This is an optimization exercise on Yosys and OpenROAD, whose aim is small area, a short achievable clock period and few clock cycles per item, not a production implementation.
In this exercise RTL edits were held to simulation tests only and were not proved equivalent to the original.

==> flow/design.v (excerpt) <==
module lms_core #(
    parameter WIDTH = 16,
    parameter FRAC  = 8
)(
    input wire clk,
    input wire rst,
    input wire start,
    input wire signed [WIDTH-1:0] x_in,
    input wire signed [WIDTH-1:0] d_in,
    output wire signed [WIDTH-1:0] y_out,
    output wire signed [WIDTH-1:0] e_out,
    output reg done
);
    reg [15:0] x0, x1, x2, x3, x4, x5, x6, x7;    
    reg [15:0] u0, u1, u2, u3, v0, v1, v2, v3;    
    reg [15:0] d_r;
    reg ph1, ph2;                                 
    reg [24:0] acc_a, acc_b;                      
    reg [15:0] w_r;                               
    reg [16:0] h_r;                               
    reg [16:0] q_r;                               
    wire [15:0] w_sum;
    wire [16:0] h_sum, q_sum;
    reg eq1_0;
    reg ng1_0;
    reg eq1_1;
    reg ng1_1;
    reg eq1_2;
    reg ng1_2;
    reg eq1_3;
    reg ng1_3;
    reg eq2_0;
    reg ng2_0;
    reg eq2_1;
    reg ng2_1;
    reg eq2_2;
    reg ng2_2;
    reg eq2_3;
    reg ng2_3;
    reg eq3_0;
    reg ng3_0;
    reg eq3_1;
    reg ng3_1;
    reg eq3_2;
    reg ng3_2;
    reg eq3_3;
    reg ng3_3;
    reg eq4_0;
    reg ng4_0;
    reg eq4_1;
    reg ng4_1;
    reg eq4_2;
    reg ng4_2;
    reg eq4_3;
    reg ng4_3;
    reg eq5_0;
    reg ng5_0;
    reg eq5_1;
    reg ng5_1;
    reg eq5_2;
    reg ng5_2;
    reg eq5_3;
    reg ng5_3;
    reg eq6_0;
    reg ng6_0;
    reg eq6_1;
    reg ng6_1;
    reg eq6_2;
    reg ng6_2;
    reg eq6_3;
    reg ng6_3;
    reg eq7_0;
    reg ng7_0;
    reg eq7_1;
    reg ng7_1;
    reg eq7_2;
    reg ng7_2;
    reg eq7_3;
    reg ng7_3;
    reg eq8_0;
    reg ng8_0;
    reg eq8_1;
  ...
Settings: LEC_CHECK=0, CAP_MARGIN=20, CORE_MARGIN=2, CORE_UTILIZATION=40, SETUP_SLACK_MARGIN=2.0, SLEW_MARGIN=20, SYNTH_HIERARCHICAL=1, SYNTH_MINIMUM_KEEP_SIZE=0; clock period 8.0 ns.
run.sh (not shown) runs the stock make flow with config.mk's settings and CLKGATE_MAP_FILE= SYNTH_SCRIPT=/design/flow/synth_recipe.tcl, a recipe that flattens the netlist after the stock synthesis.
Testbench counts at the start, summed over its fixed seeds: cycles 6,144, items 2,048.
Next try:
CORE_UTILIZATION = 65   (was 40)
CTS_BUF_LIST = sky130_fd_sc_hd__clkbuf_4 sky130_fd_sc_hd__clkbuf_8   (was not set)
SETUP_SLACK_MARGIN = 2.75   (was 2.0)
TNS_END_PERCENT = 10   (was not set)
Outcome: Global-route usage rises by 14 points. Sequential cell count is unchanged. Wire length falls by about 3.3%. Die area falls by 38%. Clock-buffer cell count rises by 44. Final area rises by 1.5%. Maximum frequency rises by about 9%. Worst setup slack gets better by 0.49 ns. Worst hold slack gets better by 0.024 ns.
Next try:
CORE_UTILIZATION = 50   (was 65)
The new run completed without violations. Fmax went up by 1.6%. Routed wire length went up by about 2.5%. Cell count went up by 4.4%.
Next try:
CORE_UTILIZATION = 40   (was 50)
CTS_BUF_LIST = not set   (was sky130_fd_sc_hd__clkbuf_4 sky130_fd_sc_hd__clkbuf_8)
TNS_END_PERCENT = not set   (was 10)
Effect: Worst setup slack gets worse by 0.0045 ns; first-iteration DRC count falls by 1.7%; cell area rises by 1.6%; cell count rises by 5.0%; via count stays flat; clock-buffer cell count falls by 68; synthesized cell count is unchanged.


Starting RTL as in the previous note.
Settings: LEC_CHECK=0, CAP_MARGIN=20, CORE_MARGIN=2, CORE_UTILIZATION=55, CTS_BUF_LIST=sky130_fd_sc_hd__clkbuf_4 sky130_fd_sc_hd__clkbuf_8, SETUP_SLACK_MARGIN=2.75, SLEW_MARGIN=20, SYNTH_HIERARCHICAL=1, SYNTH_MINIMUM_KEEP_SIZE=0, TNS_END_PERCENT=3; clock period 8.0 ns.
Testbench counts at the start, summed over its fixed seeds: cycles 6,144, items 2,048.
Rerun with:
- ABC_AREA: not set -> 1
- TNS_END_PERCENT: 3 -> 10
- die area went up by 4.6%
- routed wire length went up by 10%
- via count increases by 26%
- cell area grows by 4.8%
- setup slack gets better by 0.11 ns
- register-to-register slack improved by 0.11 ns
- global-route usage grows by 1.7 points
Rerun with:
- ABC_AREA: 1 -> not set
- CORE_UTILIZATION: 55 -> 40
- CTS_BUF_LIST: sky130_fd_sc_hd__clkbuf_4 sky130_fd_sc_hd__clkbuf_8 -> not set
- SETUP_SLACK_MARGIN: 2.75 -> 2.5
- TNS_END_PERCENT: 10 -> not set
Outcome:
- synthesized cell count came out lower by 31%
- global-route usage came out lower by 11 points
- final area came out lower by 2.7%
- die area came out higher by about 30%
- wire length came out lower by 7.2%
- worst setup slack got worse by 0.17 ns
- non-clock buffer count came out higher by 48
- hold slack improved by 0.025 ns
- cell count came out lower by 22%
- synthesized area came out lower by about 4.4%
Rerun with:
- CORE_UTILIZATION: 40 -> 55
- CTS_BUF_LIST: not set -> sky130_fd_sc_hd__clkbuf_4 sky130_fd_sc_hd__clkbuf_8
- GPL_ROUTABILITY_DRIVEN: not set -> 0
- SETUP_SLACK_MARGIN: 2.5 -> 2.75
- TNS_END_PERCENT: not set -> 10
After rerunning: The new run produced a clean layout; worst hold slack barely changes; first-iteration DRC count falls by 14%; via count barely changes; critical path depth falls by 3; core utilization rises by 16 points; count of clock-buffer cells in the layout rises by 55.


Setup of run 1:
Starting RTL as in the previous note.
Settings: LEC_CHECK=0, CAP_MARGIN=20, CORE_MARGIN=2, CORE_UTILIZATION=55, CTS_BUF_LIST=sky130_fd_sc_hd__clkbuf_4 sky130_fd_sc_hd__clkbuf_8, SETUP_SLACK_MARGIN=2.9, SLEW_MARGIN=20, SYNTH_HIERARCHICAL=1, SYNTH_MINIMUM_KEEP_SIZE=0; clock period 8.0 ns.
Run 1 completed; timing, DRC and antenna clean
Testbench counts of run 1, summed over its fixed seeds: cycles 6,144, items 2,048.
What run 2 does differently from run 1 at the input level:
Settings: SETUP_SLACK_MARGIN now 2.6, was 2.9; TNS_END_PERCENT now 10, previously not set.
[summary]
- As far as initial standard-cell utilization of the core goes, run 2 and run 1 are indistinguishable; the numbers are identical.
- Run 2 vs run 1, worst path arrival time went up by 0.10 ns.
- Against run 1, run 2 comes in 0.083 ns higher on shortest period the worst path allows.
- The final cell count without fillers of run 2 falls short of that of run 1 by 1.0%.
- Route | run 2 vs run 1 | wire shorter in run 2
- Smallest setup slack after layout (lower): run 2
- In the metrics for run 1 and run 2, the one carrying the higher met2 usage in global routing is run 1.
diff inputs: run 2 => run 3
Settings: SETUP_SLACK_MARGIN: 2.6 -> 2.75.
Notes after the runs:
Run 2 -> run 3: global-route usage flat. Run 3 and run 2 ended up with roughly the same footprint of the multi-input gates. Compared to run 2, run 3 has largest net degree at the start of global routing about 36% lower. From run 2 to run 3 the numbers moved as follows: post-detailed-routing wire length saw a decrease; non-clock buffer count went down 20%. Diff run 2 -> run 3: fmax higher, design area dropped about 0.65%, wire length of the first global-routing pass flat.
Input changes introduced in run 4 (baseline for comparison: run 3):
Settings: SETUP_SLACK_MARGIN now 3.0, was 2.75; TNS_END_PERCENT no longer set, was 10; CORE_UTILIZATION now 40, was 55; CTS_BUF_LIST no longer set, was sky130_fd_sc_hd__clkbuf_4 sky130_fd_sc_hd__clkbuf_8.
## What came out
Buffering overhead: run 4 > run 3. Run 4 against run 3: via total after detailed routing grew by 979; final net count up 2.0%; wire length per cell after detailed routing decreased by 5.5% relative to the old numbers; clock-buffer cell count decreased 55.


## old
Starting RTL as in the previous note.
make LEC_CHECK=0 CAP_MARGIN=20 CORE_MARGIN=2 CORE_UTILIZATION=55 CTS_BUF_LIST='sky130_fd_sc_hd__clkbuf_4 sky130_fd_sc_hd__clkbuf_8' PLACE_DENSITY=0.7 SETUP_SLACK_MARGIN=2.75 SLEW_MARGIN=20 SYNTH_HIERARCHICAL=1 SYNTH_MINIMUM_KEEP_SIZE=0 TNS_END_PERCENT=10 finish   # period 8.0 ns
No stage failed in old, and the final checks on the layout all came back clean.
Testbench counts of old, summed over its fixed seeds: cycles 6,144, items 2,048.
diff inputs: old => new
# old
export LEC_CHECK = 0
export CAP_MARGIN = 20
export CORE_MARGIN = 2
export CORE_UTILIZATION = 55
export CTS_BUF_LIST = sky130_fd_sc_hd__clkbuf_4 sky130_fd_sc_hd__clkbuf_8
export PLACE_DENSITY = 0.7
export SETUP_SLACK_MARGIN = 2.75
export SLEW_MARGIN = 20
export SYNTH_HIERARCHICAL = 1
export SYNTH_MINIMUM_KEEP_SIZE = 0
export TNS_END_PERCENT = 10
create_clock -name core_clock -period 8.0 [get_ports {clk}]
# new
export LEC_CHECK = 0
export CAP_MARGIN = 20
export CORE_MARGIN = 2
export CORE_UTILIZATION = 55
export CTS_BUF_LIST = sky130_fd_sc_hd__clkbuf_4 sky130_fd_sc_hd__clkbuf_8
export SETUP_SLACK_MARGIN = 2.75
export SLEW_MARGIN = 20
export SYNTH_HIERARCHICAL = 1
export SYNTH_MINIMUM_KEEP_SIZE = 0
create_clock -name core_clock -period 8.0 [get_ports {clk}]
new finished end to end and its layout was clean on timing, DRC and antenna.
new: final worst-path cycle share 3.2 points below old
Against old, new comes in 0.0061 ns higher on minimum hold slack.

re-timing with driven ports:
No port has a modelled driver above. Below, the same layouts with a new extraction and two added sets of constraints. Step 1 sets driving cells, clkbuf_16 on the clock port and buf_2 on the other inputs (assumed; they add their load-dependent delay and slew). Step 2 moves the port delays by t, midway between the first and last clock arrival at a register: inputs arrive t later, outputs are due t later. That takes back most of the time a late clock gives input paths. Slacks: no drivers / after step 1 / after step 2; pairs: no drivers / after step 1.
run	t (ns)	setup slack, ns	worst slew at a driven data input, ns
the first run of note 1	0.735	2.064 / 2.011 / 2.064	0.05
the second run of note 1	0.804	2.551 / 2.551 / 2.551	0.05
the third run of note 1	0.833	2.637 / 2.637 / 2.637	0.04
the fourth run of note 1	0.745	2.632 / 2.632 / 2.632	0.05
the first run of note 2	0.817	2.568 / 2.568 / 2.568	0.05
the second run of note 2	0.832	2.682 / 2.682 / 2.682	0.07
the third run of note 2	0.736	2.509 / 2.509 / 2.509	0.05
the fourth run of note 2	0.810	2.564 / 2.564 / 2.564	0.04
run 1	0.833	2.544 / 2.544 / 2.544	0.05
run 2	0.857	2.460 / 2.448 / 2.460	0.05
run 3	0.827	2.597 / 2.574 / 2.597	0.05
run 4	0.738	2.617 / 2.617 / 2.617	0.04
old	0.798	2.407 / 2.407 / 2.407	0.04
new	0.821	2.666 / 2.666 / 2.666	0.05
After both steps every run listed still meets setup and hold.
